From an optimization exercise on the open Yosys and OpenROAD flow, aimed at small area, a short achievable clock period and few clock cycles; shortcuts taken in it are not production practice. Function was checked by simulation only, so behaviour that the tests miss may differ from the original.

$ cat flow/run.sh
#!/bin/bash
# synth_recipe.tcl (not shown) runs the flow's synth.tcl, then flattens the netlist and writes it again
# the make line also repeats each setting of config.mk as NAME=value (left out here)
make -C /OpenROAD-flow-scripts/flow DESIGN_CONFIG=/design/flow/config.mk WORK_HOME=/design/flow/orfs CLKGATE_MAP_FILE= SYNTH_SCRIPT=/design/flow/synth_recipe.tcl finish
$ cat flow/config.mk
export PLATFORM = sky130hd
export DESIGN_NAME = kalman_fsm_3d
export DESIGN_NICKNAME = kalman_fsm_3d
export VERILOG_FILES = /design/flow/design.v
export SDC_FILE = /design/flow/constraint.sdc
export NUM_CORES = 4
export LEC_CHECK = 0
export CAP_MARGIN = 20
export CORE_MARGIN = 2
export CORE_UTILIZATION = 40
export PLACE_DENSITY = 0.6
export SLEW_MARGIN = 20
$ cat flow/constraint.sdc
create_clock -name core_clock -period 10.0 [get_ports {clk}]
set_input_delay 2.0000 -clock core_clock [delete_from_list [all_inputs] [get_ports {clk}]]
set_output_delay 2.0000 -clock core_clock [all_outputs]
set_load 0.01 [all_outputs]
$ cat flow/design.v
`timescale 1ns / 1ps
module matrix_mult_3x3 #(
    parameter M = 3,
    parameter N = 3,
    parameter P = 3,
    parameter DATA_WIDTH = 32,
    parameter ACC_WIDTH = 66  
)(
    input  wire clk,
    input  wire rst,
    input  wire start,
    input  wire signed [DATA_WIDTH-1:0] a_in,
    input  wire [3:0] a_addr,
    input  wire a_wen,
    input  wire signed [DATA_WIDTH-1:0] b_in,
    input  wire [3:0] b_addr,
    input  wire b_wen,
    output reg signed [ACC_WIDTH-1:0] c_out,
    output reg c_valid,
    output reg done,
    output reg [1:0] row,
    output reg [1:0] col
);
    reg signed [DATA_WIDTH-1:0] a_ram [0:M*N-1];
    reg signed [DATA_WIDTH-1:0] b_ram [0:N*P-1];
    reg signed [ACC_WIDTH-1:0] c_acc;
    localparam STATE_IDLE = 0;
    localparam STATE_RUN  = 1;
    localparam STATE_DONE = 2;
    reg [1:0] state;
    reg [1:0] i_row;  
    reg [1:0] j_col;  
    reg [1:0] k_sum;  
    always @(posedge clk) begin
        if (a_wen) a_ram[a_addr] <= a_in;
        if (b_wen) b_ram[b_addr] <= b_in;
    end
    always @(posedge clk or posedge rst) begin
        if (rst) begin
            state <= STATE_IDLE;
            done <= 0;
            c_valid <= 0;
            c_out <= 0;
            c_acc <= 0;
            i_row <= 0;
            j_col <= 0;
            k_sum <= 0;
            row <= 0;
            col <= 0;
        end else begin
            c_valid <= 0;
            done <= 0;
            case (state)
                STATE_IDLE: begin
                    if (start) begin
                        i_row <= 0;
                        j_col <= 0;
                        k_sum <= 0;
                        c_acc <= 0;  
                        state <= STATE_RUN;
                    end
                end
                STATE_RUN: begin
                    c_acc <= c_acc + (a_ram[i_row*N + k_sum] * b_ram[k_sum*P + j_col]);
                    if (k_sum == N-1) begin
                        c_valid <= 1;  
                        c_out <= c_acc + (a_ram[i_row*N + k_sum] * b_ram[k_sum*P + j_col]);
                        row <= i_row;
                        col <= j_col;
                        c_acc <= 0;  
                        if (j_col == P-1) begin
                            if (i_row == M-1) begin
                                state <= STATE_DONE;  
                            end else begin
                                i_row <= i_row + 1;  
                                j_col <= 0;
                                k_sum <= 0;
                            end
                        end else begin
                            j_col <= j_col + 1;  
                            k_sum <= 0;
                        end
                    end else begin
                        k_sum <= k_sum + 1;
                    end
                end
                STATE_DONE: begin
                    done <= 1;
                    if (!start) begin
                        state <= STATE_IDLE;
                    end
                end
                default: state <= STATE_IDLE;
            endcase
        end
    end
endmodule
module matrix_add_sub_3x3 #(
    parameter M = 3,
    parameter P = 3,
    parameter DATA_WIDTH = 32
)(
    input  wire clk,
    input  wire rst,
    input  wire start,
    input  wire op,  
    input  wire signed [DATA_WIDTH-1:0] a_in,
    input  wire [3:0] a_addr,  
    input  wire a_wen,
    input  wire signed [DATA_WIDTH-1:0] b_in,
    input  wire [3:0] b_addr, 
    input  wire b_wen,
    output reg signed [DATA_WIDTH-1:0] c_out,
    output reg c_valid,
    output reg done,
    output reg [3:0] i_count_out  
);
    localparam MAT_SIZE = M*P;
    reg signed [DATA_WIDTH-1:0] A [0:MAT_SIZE-1];
    reg signed [DATA_WIDTH-1:0] B [0:MAT_SIZE-1];
    reg [3:0] i_count;  
    localparam S_IDLE    = 0;
    localparam S_OUTPUT  = 1;
    localparam S_DONE    = 2;
    reg [1:0] state;
    wire signed [DATA_WIDTH-1:0] result;
    assign result = (op == 0) ? ($signed(A[i_count]) + $signed(B[i_count])) 
                              : ($signed(A[i_count]) - $signed(B[i_count]));
    always @(posedge clk) begin
        if (a_wen) A[a_addr] <= a_in;
        if (b_wen) B[b_addr] <= b_in;
    end
    always @(posedge clk) begin
        if (rst) begin
            i_count_out <= 0;
        end else if (state == S_OUTPUT) begin
             i_count_out <= i_count;
        end
    end
    always @(posedge clk or posedge rst) begin
        if (rst) begin
            state <= S_IDLE;
            i_count <= 0;
            c_valid <= 0;
            done <= 0;
            c_out <= 0;
        end else begin
            c_valid <= 0;  
            done <= 0;     
            case (state)
                S_IDLE: begin
                    if (start) begin
                        i_count <= 0;
                        state <= S_OUTPUT;
                    end
                end
                S_OUTPUT: begin
                    c_out <= result;
                    c_valid <= 1; 
                    if (i_count == (MAT_SIZE - 1)) begin
                        state <= S_DONE;  
                    end else begin
                        i_count <= i_count + 1;
                        state <= S_OUTPUT; 
                    end
                end
                S_DONE: begin
                    done <= 1;
                    state <= S_IDLE;
                end
                default: state <= S_IDLE;
            endcase
        end
    end
endmodule
`timescale 1ns / 1ps
module kalman_fsm_3d #(
    parameter DATA_WIDTH = 32,
    parameter K_SCALED = 137
)(
    input  wire clk,
    input  wire rst,
    input  wire start,
    input  wire signed [DATA_WIDTH-1:0] z_in_x,
    input  wire signed [DATA_WIDTH-1:0] z_in_y,
    input  wire signed [DATA_WIDTH-1:0] z_in_z,
    output reg signed [DATA_WIDTH-1:0] x_out_x,
    output reg signed [DATA_WIDTH-1:0] x_out_y,
    output reg signed [DATA_WIDTH-1:0] x_out_z,
    output reg done
);
    localparam W = DATA_WIDTH;
    reg signed [W-1:0] x_state_x, x_state_y, x_state_z;
    reg ready;
    function signed [W-1:0] scale1000;
        input signed [W-1:0] v;
        reg signed [W+9:0] e, m;
        begin
            e = v;
            m = (e <<< 10) - (e <<< 4) - (e <<< 3);
            scale1000 = m[W+9:10];
        end
    endfunction
    function signed [W-1:0] update;
        input signed [W-1:0] xp;
        input signed [W-1:0] err;
        reg signed [W+9:0] p, e, m;
        begin
            p = xp;
            e = err;
            m = (p <<< 10) + (e * K_SCALED);
            update = m[W+9:10];
        end
    endfunction
    wire signed [W-1:0] xp_x = scale1000(x_state_x);
    wire signed [W-1:0] xp_y = scale1000(x_state_y);
    wire signed [W-1:0] xp_z = scale1000(x_state_z);
    wire signed [W-1:0] xn_x = update(xp_x, z_in_x - scale1000(xp_x));
    wire signed [W-1:0] xn_y = update(xp_y, z_in_y - scale1000(xp_y));
    wire signed [W-1:0] xn_z = update(xp_z, z_in_z - scale1000(xp_z));
    wire go = start & ~done & ready;
    always @(posedge clk or posedge rst) begin
        if (rst) begin
            x_state_x <= 0;
            x_state_y <= 0;
            x_state_z <= 0;
            done <= 1'b0;
            ready <= 1'b0;
        end else begin
            ready <= 1'b1;
            if (go) begin
                x_state_x <= xn_x;
                x_state_y <= xn_y;
                x_state_z <= xn_z;
                done <= 1'b1;
            end else if (!start) begin
                done <= 1'b0;
            end
        end
    end
    always @(*) begin
        x_out_x = x_state_x;
        x_out_y = x_state_y;
        x_out_z = x_state_z;
    end
endmodule
==> results of run 1 <==
what timing repair did:
action	in CTS	in global routing
setup buffers	144	85
pin swaps	419	386
setup endpoints to repair	78	83
resized for setup	543	365
hold buffers	0	0
metrics by stage:
stage	cells	worst slack [ns]	hold WS (ns)
6_report	7699	-0.9623	0.4951
5_1_grt	7699	-1.624	0.5132
4_1_cts	7625	-0.8009	0.4995
3_5_place_dp	7476	-1.354	0.4776
3_3_place_gp	7476	-1.218	0.4675
2_1_floorplan	4604	-0.5690	0.4514
cells in the mapped netlist (49+ instances only):
cell type,n,area [um2]
inv_1,725,2721
nand2_1,288,1081
a21o_1,214,1607
nand3_1,89,445.4
xnor2_1,267,2338
o21a_1,52,390.4
nor2_1,206,773.2
clkbuf_1,79,296.5
dfrtp_1,98,2452
nor3_1,55,275.3
o21bai_1,74,555.5
a21oi_1,386,1932
ha_1,726,9084
xor2_1,153,1340
o21ai_0,283,1416
fa_1,279,5585
nand2b_1,49,306.5
cell families after synthesis:
| logic type | synth area share [%] |
|---|---|
| muxes | 0.4420 |
| DFF | 6.613 |
| other | 0.01011 |
| adders and majority gates | 39.61 |
| buffers and inverters | 8.304 |
| AOI/OAI and AO/OA | 22.79 |
| xor gates and xnor gates | 10.29 |
| and+or+nand+nor | 11.93 |
registers in the layout, indices dropped and copies added, names as in the netlist:
name and count:
x_state_x 32, x_state_y 32, x_state_z 32, done 1
ready 1
routing by layer:
metal	up-vias	routed length [um]	global-route usage, %
met1	18891	55490	33.11
met4	0	2297	4.628
li1	19620	-	-
met2	558	63670	47.22
met3	131	4108	2.735
met5	-	0	0
path summary, 6_finish.rpt:
kind | slack, ns | from | end
max reg2reg | -0.96 | x_state_y[7] | x_state_y[31]
min in group asynchronous | 2.13 | rst | x_state_z[13]
min reg2reg | 0.50 | ready | done
min | 0.50 | ready | done
max | -0.96 | x_state_y[7] | x_state_y[31]
max in group asynchronous | 6.50 | rst | x_state_y[0]
area by class of cell:
cell class              count  area [um2]  share of cell area [%]
repair buffers           1925       15150                   25.55
clock inverters             7       93.84                  0.1583
well taps                1243        1555                   2.623
multi-input cells        3691       37050                   62.48
clock buffers               9       225.2                  0.3798
flip-flops and latches     98        2479                   4.180
inverters                 726        2743                   4.625
critical path, delay by kind of cell (launching register included):
kind	cells	cell delay, ns
buffers and inverters	13	1.36
adders and majority gates	10	3.55
and+or+nand+nor	5	0.69
AOI/OAI and AO/OA	24	3.85
DFF	1	0.44
xor gates and xnor gates	5	0.91
cell usage in the layout, fill, tap and decap left out, drive strengths merged, types with 206 or more instances in the layout:
| master | count |
|---|---|
| buf | 1730 |
| inv | 730 |
| ha | 726 |
| a21oi | 386 |
| o21ai | 303 |
| nand2 | 288 |
| fa | 279 |
| xnor2 | 272 |
| a21o | 214 |
| nor2 | 206 |
==> flow_summary_export.csv, run 1 <==
group,metric,value,unit
outcome,status,"complete, but fails checks",
outcome,failed_checks,"negative setup slack",
sta,fin_ws,-0.9623,ns
detailed_routing,dr_total_vias,39200,
sta,final.setup.tns,-31.49,ns
detailed_routing,postRouteWirelength,125600,um
clocking,htreeDepth,3,
floorplanning,die-area,95160,um2
placed_design,dpl_cell_area,52810,um2
sta,finalCritPeriodShare,109.6,%
logic_synthesis,synthFlopType,"dfrtp_1",
logic_synthesis,syn_avg_cell_area,8.054,um2
logic_synthesis,seq_area_frac_synth,6.613,%
logic_synthesis,yosysUniqueCellTypes,97,
worst_setup_path,required,10.24,ns
detailed_routing,first_iter_violations,1561,
logic_synthesis,ys_async_sr_fraction,100.0,%
clocking,cts_tree,"done",
clocking,cts.clk_slew.worst_paths,0.09,ns
worst_hold_path,whs_path_depth,1,
worst_setup_path,slowest_delay,0.55,ns
worst_setup_path,critPathMaxFanout,4,
floorplanning,dieWidth,308.5,um
logic_synthesis,yosys_warnings,1,
worst_setup_path,slowest_stage,"fa_1",
sta,drv_slew,0,
clocking,cts_sinks,98,
sta,maxSlewHeadroom,38.24,%
flow_run,drv_cap,0,
clocking,clk_path_buf_depth,2,
clocking,cts_buffers,9,
final_layout,fin_area,59290,um2
logic_synthesis,synth_edf_count,0,
floorplanning,core-area,91800,um2
floorplanning,start_util,40.39,%
final_layout,postLayoutCoreUtil,64.59,%
detailed_routing,drc,0,
global_routing,antenna_found_initial,1,
worst_setup_path,endpoint_kind,"register",
final_layout,synthToLayoutAreaGrowth,59.90,%
sta,tightest_slew,0.9265,ns
sta,finalCriticalPeriod,10.96,ns
placed_design,dp.final_hpwl,103100,um
final_layout,diodes,0,
final_layout,fillers,7720,
worst_setup_path,cp.arrival,11.20,ns
detailed_routing,post_drt_via_cell_ratio,5.092,
floorplanning,die_h,308.5,um
global_routing,grt_pass1_wl,200800,um
global_routing,grt_pass1_vias,40184,
sta,hold_viol,0,
placed_design,globalplace.congestion,0.9232,
final_layout,drive_gt1_share,41.09,%
placed_design,portBuffers,195,
worst_setup_path,worst_path_most_repeated_cell,"buf_4",
global_routing,globalRouteOverflowTotal,0,
worst_setup_path,crit_type,"reg2reg",
detailed_routing,drt_first_pass_iters,5,
floorplanning,io_pins,196,
logic_synthesis,synth_seq_cells,98,
sta,finalSetupViolations,60,
worst_hold_path,worst_hold_path_type,"reg2reg",
logic_synthesis,syn_area,37080,um2
clocking,ctsRootBufferMaster,"clkbuf_16",
logic_synthesis,synthCells,4604,
worst_setup_path,worstRegToRegCells,57,
floorplanning,rows,111,
global_routing,grt_max_degree,92,
worst_setup_path,critPathLaunchType,"register",
sta,skew,0.01838,ns
detailed_routing,wl_per_cell,16.31,um
sta,clock.fmax,0.09122,GHz
detailed_routing,ant_nets,0,
final_layout,final_net_count,7555,
sta,rsz0062_at_grt,"true",
logic_synthesis,syn_nets,5708,
global_routing,grtUsageTotal,25.91,%
clocking,clock_latency,0.39,ns
Testbench counts, summed over its fixed seeds: cycles 4,088.
==> inputs of run 2 (changes only) <==
--- a/flow/design.v
+++ b/flow/design.v
@@ -191,6 +191,7 @@
 );
     localparam W = DATA_WIDTH;
     reg signed [W-1:0] x_state_x, x_state_y, x_state_z;
+    reg signed [W-1:0] hx_x, hx_y, hx_z;
     reg ready;
     function signed [W-1:0] scale1000;
         input signed [W-1:0] v;
@@ -215,9 +216,9 @@
     wire signed [W-1:0] xp_x = scale1000(x_state_x);
     wire signed [W-1:0] xp_y = scale1000(x_state_y);
     wire signed [W-1:0] xp_z = scale1000(x_state_z);
-    wire signed [W-1:0] xn_x = update(xp_x, z_in_x - scale1000(xp_x));
-    wire signed [W-1:0] xn_y = update(xp_y, z_in_y - scale1000(xp_y));
-    wire signed [W-1:0] xn_z = update(xp_z, z_in_z - scale1000(xp_z));
+    wire signed [W-1:0] xn_x = update(xp_x, z_in_x - hx_x);
+    wire signed [W-1:0] xn_y = update(xp_y, z_in_y - hx_y);
+    wire signed [W-1:0] xn_z = update(xp_z, z_in_z - hx_z);
     wire go = start & ~done & ready;
     always @(posedge clk or posedge rst) begin
         if (rst) begin
@@ -238,6 +239,11 @@
             end
         end
     end
+    always @(posedge clk) begin
+        hx_x <= scale1000(xp_x);
+        hx_y <= scale1000(xp_y);
+        hx_z <= scale1000(xp_z);
+    end
     always @(*) begin
         x_out_x = x_state_x;
         x_out_y = x_state_y;
==> run 2 against run 1 <==
Effect of this change: register-to-register slack gained 3.2 ns; now clean on timing, DRC and antenna; non-clock buffer count shrank 1701; flip-flop and latch count grew 96; critical path type is now in2reg.
==> flow_summary_export.csv, run 2 <==
group,metric,value,unit
outcome,status,"finished clean",
logic_synthesis,synthFlopType,"dfrtp_1",
detailed_routing,ant_nets,0,
detailed_routing,drt_first_pass_iters,5,
sta,hold_ws,0.4956,ns
logic_synthesis,seq_area_frac_synth,11.18,%
global_routing,grt_max_degree,96,
clocking,ctsRootBufferMaster,"clkbuf_16",
logic_synthesis,synth_edf_count,0,
flow_run,drv_cap,0,
final_layout,postLayoutCoreUtil,44.62,%
worst_setup_path,slowest_delay,0.48,ns
sta,finalCritPeriodShare,92.00,%
final_layout,final_net_count,6054,
worst_hold_path,worst_hold_path_type,"reg2reg",
floorplanning,dieWidth,316.8,um
logic_synthesis,yosys-top-cells-count,"803 x inv_1, 715 x ha_1, 382 x a21oi_1, 331 x nand2_1, 293 x fa_1",
clocking,post_cts_buffers,0,
clocking,clk_path_buf_depth,2,
logic_synthesis,synthCells,4792,
final_layout,final_cell_mix,"802 x inv_1, 715 x ha_1, 382 x a21oi_1",
worst_setup_path,reg2reg_from,"x_state_z[0]",
final_layout,final_common_cell,"inv_1",
logic_synthesis,synth_top_area_cell,"ha_1",
global_routing,antenna_found_initial,2,
worst_setup_path,critPathMaxFanout,4,
final_layout,synthToLayoutAreaGrowth,10.45,%
floorplanning,io_pins,196,
detailed_routing,first_iter_violations,1778,
clocking,cts.clk_slew.worst_paths,0.09,ns
detailed_routing,post_drt_via_cell_ratio,5.301,
logic_synthesis,yosys_warnings,1,
sta,finalCriticalPeriod,9.200,ns
floorplanning,core-area,96850,um2
logic_synthesis,ys_async_sr_fraction,50.52,%
placed_design,dp.final_hpwl,90100,um
clocking,htreeDepth,4,
worst_setup_path,required,10.37,ns
logic_synthesis,yosys-top-cells-area,"ha_1 23%, fa_1 15%, inv_1 7.7%",
floorplanning,start_util,40.40,%
clocking,clock_latency,0.53,ns
worst_setup_path,worst_path_most_repeated_cell,"ha_1",
final_layout,fin_area,43220,um2
sta,maxSlewHeadroom,25.00,%
logic_synthesis,synth_top_area_share,22.86,%
sta,drv_slew,0,
sta,hold_viol,0,
sta,skew,0.02326,ns
detailed_routing,postRouteWirelength,105100,um
logic_synthesis,syn_nets,5899,
clocking,ctsHoldBuffers,0,
detailed_routing,dr_total_vias,33063,
worst_setup_path,crit_type,"in2reg",
sta,finalSetupViolations,0,
sta,rsz0062_at_grt,"false",
sta,clock.fmax,0.1087,GHz
detailed_routing,drc,0,
logic_synthesis,synth_seq_cells,194,
worst_hold_path,min_from,"ready",
worst_setup_path,critPathLaunchType,"input port",
sta,final.setup.tns,0,ns
logic_synthesis,syn_avg_cell_area,8.165,um2
global_routing,grtUsageTotal,21.23,%
logic_synthesis,syn_area,39130,um2
clocking,ctsResizeCount,0,
clocking,cts_tree,"done",
final_layout,drive_gt1_share,1.895,%
global_routing,grt_pass1_vias,32356,
sta,tightest_slew,1.124,ns
global_routing,globalRouteOverflowTotal,0,
clocking,cts_buffers,17,
worst_setup_path,endpoint_kind,"register",
logic_synthesis,yosysMostFrequentCell,"inv_1",
global_routing,grt_pass1_wl,169300,um
placed_design,dpl_cell_area,42570,um2
floorplanning,rows,114,
worst_setup_path,slowest_stage,"fa_1",
placed_design,globalplace.congestion,0.9226,
worst_setup_path,crit_start,"z_in_z[2]",
worst_setup_path,cp.arrival,9.57,ns
clocking,cts_sinks,194,
placed_design,portBuffers,195,
logic_synthesis,yosysUniqueCellTypes,82,
detailed_routing,wl_per_cell,16.85,um
floorplanning,die-area,100300,um2
floorplanning,die_h,316.8,um
run 2: critical path: cells and delay by family:
| family | cells | cell delay (ns) |
|---|---|---|
| simple gates | 7 | 1.41 |
| xor+xnor | 3 | 0.55 |
| buf+inv | 3 | 0.49 |
| fa+ha+maj | 6 | 2.09 |
| compound gates | 12 | 3.02 |
run 2: cells by family (layout without fill, tap and decap cells):
group,after synthesis,in the layout,synth area share [%]
multiplexers,15,15,0.4061
AND/OR/NAND/NOR,974,974,11.72
buffers and inverters,892,1060,8.557
adder cells (fa/ha/maj),1008,1008,37.85
flip-flops,194,194,11.18
XOR/XNOR,437,437,9.839
other,1,2,0.009584
AO/OA/AOI/OAI,1271,1271,20.44
run 2: stage by stage:
stage | cells | worst slack, ns
after floorplan | 4792 | 1.289
after global placement | 6204 | 0.5394
after detailed placement | 6204 | 0.4111
after CTS | 6236 | 0.9360
after global routing | 6236 | 0.2541
final | 6237 | 0.8001
run 2: path summary, 6_finish.rpt:
path / end / slack (ns) / cells after the start
max in group asynchronous: x_state_y[18] / 6.80 / 3
worst min register to register: done / 0.50 / 1
worst max-delay path: x_state_z[31] / 0.80 / 31
min in group asynchronous: x_state_x[8] / 1.89 / 2
worst max register to register: hx_z[30] / 2.23 / 27
worst min-delay path: done / 0.50 / 1
run 2: layer usage:
layer / vias up / global-route usage (%) / wire length (um)
met5: - / 0 / 0
met4: 0 / 5.317 / 2122
met3: 96 / 3.469 / 5202
met2: 633 / 36.67 / 50180
met1: 15730 / 27.54 / 47580
li1: 16604 / - / -
run 2: area by class of cell:
cell class              instances  area (um2)
fillers                      9843       53630
multi-input cells            3706       31410
flip-flops and latches        194        4374
inverters                     804        3020
repair buffers                224        2170
well taps                    1276        1597
clock buffers                  17       425.4
clock inverters                15       217.7
diodes                          1       2.502
Testbench counts of run 2, summed over its fixed seeds: cycles 4,088.

## re-timing with driven ports
In the flow no input, the clock included, has a driving cell. The finished layouts below were timed again as built, in two steps. Step 1 assumes that a clkbuf_16 drives the clock port and a buf_2 every other input. Step 2, shift: input delay + t, output delay - t, t = (earliest + latest rising clock arrival at the registers) / 2. This alone moves slack from input paths to output paths. Three values: ideal, step 1, step 2; two values: the first two.
run | shift t [ns] | slack for setup (ns) | worst setup path after step 2 | clock arrival spread, ns | worst data-port slew with drivers (ns)
run 1 | 0.442 | -0.962 / -0.962 / -0.962 | register to register | 0.024 / 0.024 | 0.04
run 2 | 0.591 | 0.800 / 0.851 / 0.260 | input to register | 0.024 / 0.024 | 0.16
For run 2, which loses most, drivers alone change the setup slack by +0.051 ns; drivers and shift together by -0.540 ns.
